This is an optimization exercise on Yosys and OpenROAD, whose aim is a short achievable clock period and few clock cycles, not a production implementation.
Only simulation tests tie the RTL to the original design; equivalence was not proved.
No activity file was given, so power comes from the tool's default toggle rates.

$ cat flow/run.sh
#!/bin/bash
# synth_recipe.tcl (not shown) runs the flow's synth.tcl, then flattens the netlist and writes it again
# the make line also repeats each setting of config.mk as NAME=value (left out here)
make -C /OpenROAD-flow-scripts/flow DESIGN_CONFIG=/design/flow/config.mk WORK_HOME=/design/flow/orfs CLKGATE_MAP_FILE= SYNTH_SCRIPT=/design/flow/synth_recipe.tcl finish
$ cat flow/config.mk
export PLATFORM = sky130hd
export DESIGN_NAME = cpu
export DESIGN_NICKNAME = cpu
export VERILOG_FILES = /design/flow/design.v
export SDC_FILE = /design/flow/constraint.sdc
export NUM_CORES = 4
export LEC_CHECK = 0
export ABC_CLOCK_PERIOD_IN_PS = 4000
export CAP_MARGIN = 20
export CORE_MARGIN = 2
export CORE_UTILIZATION = 40
export PLACE_DENSITY = 0.6
export SETUP_SLACK_MARGIN = 2.0
export SLEW_MARGIN = 20
$ cat flow/constraint.sdc
create_clock -name core_clock -period 6.0 [get_ports {clk}]
set_input_delay 1.2000 -clock core_clock [delete_from_list [all_inputs] [get_ports {clk}]]
set_output_delay 1.2000 -clock core_clock [all_outputs]
set_load 0.01 [all_outputs]
$ cat flow/design.v
module cpu(clk,reset,o_mem_addr,o_mem_rd,i_mem_rddata,
		   o_mem_wr,o_mem_wrdata, i_mem_wait,i_mem_rddatavalid);
	input clk;
	input reset;
	input [15:0] i_mem_rddata;
	input i_mem_wait, i_mem_rddatavalid;
	output logic [15:0] o_mem_addr;
	output logic [15:0] o_mem_wrdata;
	output logic o_mem_wr;
	output logic o_mem_rd;
	localparam logic [1:0] S_FETCH = 2'd0;  
	localparam logic [1:0] S_IWAIT = 2'd1;  
	localparam logic [1:0] S_LWAIT = 2'd2;  
	localparam logic [1:0] S_RETRY = 2'd3;  
	logic [1:0] state;
	logic [15:0] areg;    
	logic [15:0] pcn;     
	logic [15:0] sdata;   
	logic [2:0] dest;     
	logic rkind;          
	logic [7:0][15:0] rf;
	logic pv;
	logic [2:0] pd;
	logic [15:0] pa, pb;
	logic pci;
	wire [15:0] psum = pa + pb + {15'd0, pci};
	logic [15:0] fa, fb;
	logic fci;
	wire [15:0] fsum = fa + fb + {15'd0, fci};
	wire fz = &((fa ^ fb) ~^ {fa[14:0] | fb[14:0], fci});
	wire fn = fsum[15];
	wire [15:0] ins = i_mem_rddata;
	wire exec = (state == S_IWAIT) & i_mem_rddatavalid;
	wire [4:0] op = ins[4:0];
	wire [2:0] rx = ins[7:5];
	wire [2:0] ry = ins[10:8];
	wire [15:0] ra = (pv && pd == rx) ? psum : rf[rx];
	wire [15:0] rb = (pv && pd == ry) ? psum : rf[ry];
	wire [15:0] imm8s = {{8{ins[15]}}, ins[15:8]};
	wire [15:0] boff = {{4{ins[15]}}, ins[15:5], 1'b0};
	wire is_br = op[3];
	wire is_ldst = ~op[3] & ~op[4] & op[2];
	wire is_mvhi = ~op[3] & op[4] & op[2];
	wire is_arith = ~op[3] & ~op[2] & (op[1:0] != 2'b00);
	wire taken = is_br & (op[2] | (op[1:0] == 2'b00) | (op[0] & fz) | (op[1] & fn));
	wire [15:0] tgt = pcn + boff;
	wire [15:0] nxt = taken ? (op[4] ? tgt : ra) : pcn;
	wire [15:0] opb = op[4] ? imm8s : rb;
	wire [15:0] opb_x = op[1] ? ~opb : opb;
	always_comb begin
		o_mem_rd = 1'b0;
		o_mem_wr = 1'b0;
		o_mem_addr = areg;
		o_mem_wrdata = (state == S_RETRY) ? sdata : ra;
		case (state)
			S_FETCH: o_mem_rd = 1'b1;
			S_IWAIT: begin
				o_mem_addr = is_ldst ? rb : nxt;
				o_mem_rd = i_mem_rddatavalid & ~(is_ldst & op[0]);
				o_mem_wr = i_mem_rddatavalid & is_ldst & op[0];
			end
			S_LWAIT: o_mem_rd = i_mem_rddatavalid;
			S_RETRY: begin
				o_mem_rd = rkind;
				o_mem_wr = ~rkind;
			end
		endcase
		if (reset) begin
			o_mem_rd = 1'b0;
			o_mem_wr = 1'b0;
		end
	end
	always_ff @(posedge clk or posedge reset) begin
		if (reset) begin
			state <= S_FETCH;
			areg <= 16'd0;
			pcn <= 16'd2;
			sdata <= 16'd0;
			dest <= 3'd0;
			rkind <= 1'b0;
			rf <= '0;
			pv <= 1'b0;
			pd <= 3'd0;
			pa <= 16'd0;
			pb <= 16'd0;
			pci <= 1'b0;
			fa <= 16'd1;  
			fb <= 16'd0;
			fci <= 1'b0;
		end else begin
			if (pv) rf[pd] <= psum;
			pv <= 1'b0;
			case (state)
				S_FETCH: if (!i_mem_wait) state <= S_IWAIT;
				S_IWAIT: if (i_mem_rddatavalid) begin
					if (is_ldst) begin
						dest <= rx;
						if (!i_mem_wait) begin
							areg <= pcn;
							pcn <= pcn + 16'd2;
							state <= op[0] ? S_FETCH : S_LWAIT;
						end else begin
							areg <= rb;
							sdata <= ra;
							rkind <= ~op[0];
							state <= S_RETRY;
						end
					end else begin
						areg <= nxt;
						pcn <= nxt + 16'd2;
						state <= i_mem_wait ? S_FETCH : S_IWAIT;
						pd <= rx;
						pb <= 16'd0;
						pci <= 1'b0;
						if (is_br) begin
							pa <= pcn;                      
							pd <= 3'd7;
							pv <= op[2];
						end else if (is_mvhi) begin
							pa <= {ins[15:8], ra[7:0]};
							pv <= 1'b1;
						end else if (!is_arith) begin
							pa <= op[4] ? imm8s : rb;       
							pv <= 1'b1;
						end else begin
							pa <= ra;                       
							pb <= opb_x;
							pci <= op[1];
							pv <= (op[1:0] != 2'b11);
							fa <= ra;
							fb <= opb_x;
							fci <= op[1];
						end
					end
				end
				S_LWAIT: if (i_mem_rddatavalid) begin
					pv <= 1'b1;
					pd <= dest;
					pa <= i_mem_rddata;
					pb <= 16'd0;
					pci <= 1'b0;
					state <= i_mem_wait ? S_FETCH : S_IWAIT;
				end
				S_RETRY: if (!i_mem_wait) begin
					areg <= pcn;
					pcn <= pcn + 16'd2;
					state <= rkind ? S_LWAIT : S_FETCH;
				end
			endcase
		end
	end
endmodule
==> out/qor.csv <==
stage;metric;value;unit
run_status;status;no timing/DRC/antenna violations;
worst_hold_path;hold_path.class;reg -> reg;
sta;hold_violations;0;
synthesis;synth_most_common_cell;nand2_1;
synthesis;netlist_top_cells_count;nand2_1, dfrtp_1, o21ai_0, nor2_1, a21oi_1;
grt;grt-ovfl-total;0;
route;drt_iter0_markers;1839;
finish;fillerInstances;3888;
die;rows;75;
route;wl_per_cell;25.4;um
synthesis;async_flop_share;100;%
sta;rsz0062_at_grt;true;
finish;synthToLayoutAreaGrowth;26.0;%
place;numPortBuffers;53;
clock_network;clock-sinks;252;
synthesis;syn_nets;1938;
clock_network;cts_tree;yes;
place;gp_congestion;0.972;
grt;grt_max_degree;132;
setup_path;required;4.80;ns
run;cap_violations;0;
setup_path;cp_max_fo;5;
route;drc;0;
place;dp_hpwl;45600;um
synthesis;syn_area;17100;um2
die;die_y;211;um
grt;grt.total_usage;29.4;%
grt;grt_pass1_wl;98300;um
finish;nets;2088;
route;dr.pass1.iters;6;
finish;drive_above_1_share;27.0;%
synthesis;synth_seq_cells;252;
sta;finalSetupViolations;0;
grt;grt_pass1_vias;15500;
route;num_vias;15800;
clock_network;clk_pin_slew;0.06;ns
synthesis;netlist_instances;1844;
synthesis;yosys-top-cells-area;dfrtp_1, mux4_2, o21ai_0;
clock_network;cts_root_buf;clkbuf_16;
sta;fmax;201;MHz
synthesis;synth_top_area_cell;dfrtp_1;
die;die_area;44300;um2
sta;max-slew-margin-rel;27.4;%
route;finalWirelength;65000;um
pwr;p_leak;9.17;nW
sta;setup-tns-final;0;ns
sta;worstMarginPinSlew;1.08;ns
place;dpl-instance-area;18700;um2
clock_network;cts_buffers;29;
synthesis;yosysSeqAreaShare;37.0;%
sta;finalCritPeriodShare;83.0;%
setup_path;crit_path_top_delay_cell;fa_2;
pwr;power_density;491;nW/um2
setup_path;crit_chain;fa_2 > inv_2 > fa_2 > nor2b_2 > o31a_1 > o21a_1 > or3_4 > a31o_4 > mux2_4 > nand2_2 > a21oi_2 > a21oi_2 > a21oi_2 > clkdlybuf4s15_2;
die;core;42000;um2
clock_network;htree_levels;1;
die;die_width;211;um
setup_path;cp.arrival;3.78;ns
die;start_util;40.6;%
sta;min_period;4.98;ns
synthesis;ys_warn_count;1;
setup_path;start_kind;register;
synthesis;synthFlopType;dfrtp_1;
finish;final_area;21500;um2
setup_path;end_kind;output pin;
synthesis;yosysTopAreaCellShare;36.6;%
die;ios;54;
grt;antenna_found_initial;3;
synthesis;synth_edf_count;0;
clock_network;clk-insertion-delay-late;0.60;ns
setup_path;path_class;reg -> out;
synthesis;synth_area_per_cell;9.26;um2
pwr;irDropWorstVdd;0.000282;V
setup_path;max_stage_delay;0.45;ns
sta;skew;0.0289;ns
clock_network;cts_buffer_depth;3;
sta;drv_slew;0;
setup_path;critPathMostFrequentCell;a21oi_2;
route;via_per_inst;6.18;
clock_network;cts_hold_buf;0;
finish;final_util;51.2;%
synthesis;synth.distinct_cells;103;
route;antenna_left;0;
cells by family (layout without fill, tap and decap cells):
family                   Yosys count  in the layout  synth area share, %
other                              0              2                    0
multiplexers                     126            126                 12.3
adder cells (fa/ha/maj)           74             74                 5.60
flip-flops                       252            252                 37.0
AO/OA/AOI/OAI                    585            586                 22.1
buffers and inverters            174            346                 4.27
AND/OR/NAND/NOR                  565            565                 15.0
XOR/XNOR                          68             68                 3.75
worst max-delay path, delay by kind of cell (launching register included):
family	cells	cell delay, ns
DFF	1	0.41
and+or+nand+nor	3	0.46
adders and majority gates	2	0.68
buffers and inverters	2	0.31
AOI/OAI and AO/OA	6	1.05
muxes	1	0.30
final timing paths:
check	start	to	slack [ns]	cells past startpoint
max	pa[0]$_DFFE_PP0P_	o_mem_addr[6]	1.02	14
min	sdata[2]$_DFFE_PP0P_	sdata[2]$_DFFE_PP0P_	0.48	2
max reg2reg	fa[0]$_DFFE_PP1P_	pcn[15]$_DFFE_PP0P_	2.10	18
min reg2reg	sdata[2]$_DFFE_PP0P_	sdata[2]$_DFFE_PP0P_	0.48	2
max in group asynchronous	reset	pv$_DFF_PP0_	3.62	3
min in group asynchronous	reset	pcn[12]$_DFFE_PP0P_	1.19	2
final cells by class:
type	instances	area, um2	area share, %
clock buffer	46	870	4.04
multi-input combinational	1419	11100	51.8
inverter	60	234	1.09
clock inverter	8	133	0.616
antenna	2	5.00	0.0233
sequential	252	6310	29.3
tap	539	674	3.13
timing repair buffer	232	2150	10.0
layer usage:
metal,vias up,track usage [%],wire [um]
li1,7046,-,-
met1,7856,41.1,27900
met2,760,44.9,28500
met3,148,5.30,5270
met4,4,12.8,3280
met5,-,0,34
sequential cells by signal, summed over array words and instances, names as in the netlist:
| name | count |
|---|---|
| sdata | 16 |
| pci | 1 |
| areg | 16 |
| state | 2 |
| pcn | 16 |
| dest | 3 |
| fb | 16 |
| pa | 16 |
| pb | 16 |
| rf | 128 |
| pd | 3 |
| rkind | 1 |
| fci | 1 |
| pv | 1 |
| fa | 16 |
timing repair:
item	4_1_cts	5_1_grt
buffers inserted	68	28
setup endpoints to repair	35	39
resized for setup	320	76
pin swaps	58	56
cloned	5	0
report_power, final:
group          internal [mW]  switching [mW]
clock                   1.12           0.755
combinational           2.51            3.41
sequential              2.24           0.518
through the flow:
step                power (mW)  hold WS, ns  std cells  setup slack [ns]
global route              11.1        0.505       2556             0.920
finish                    10.6        0.481       2558              1.02
global placement          7.66        0.462       2401             0.383
detailed placement        7.71        0.470       2401             0.303
floorplan                 5.93        0.447       1844              1.49
CTS                       10.3        0.482       2528             0.909
layout by cell type, fill, tap and decap left out, types with 14 or more instances in the layout:
master,synthesis,layout
a21oi_1,113,84
xnor2_1,34,32
o21ai_0,225,192
mux2i_1,40,30
nor3_1,19,18
clkbuf_16,0,29
o21ai_1,13,24
buf_2,17,27
nand3_1,27,25
ha_1,70,59
xor2_1,28,26
a21oi_2,0,24
dfrtp_1,250,250
o21ai_2,0,16
mux4_2,63,64
buf_6,3,41
inv_1,57,53
nand2_1,294,282
nor2_1,117,106
buf_4,4,121
mux2_2,21,14
o211ai_1,15,15
a22o_1,65,65
Testbench counts, summed over its fixed seeds: cycles 29,402.

==> what the ideal ports hide <==
The flow's constraints put no driver on any port. The routed layout listed below was extracted and timed again, unchanged, in two steps. Step 1 sets driving cells, clkbuf_16 on the clock port and buf_2 on the other inputs (assumed; they add their load-dependent delay and slew). Step 2 times the ports against the registers' clock, not the clock port: input delays grow and output delays shrink by t, the midpoint of the rising clock arrivals with the driver on. Three values: ideal, step 1, step 2; two values: the first two.
t, ns: 0.637
slack for setup (ns): 1.019 / 0.966 / 1.045
worst setup path after step 2: input to output
latest minus earliest clock arrival (ns): 0.028 / 0.029
pins driven straight from the clock port: 1
After both steps setup and hold are still met in this run. For this run, drivers alone change the setup slack by -0.053 ns; drivers and shift together by +0.026 ns.
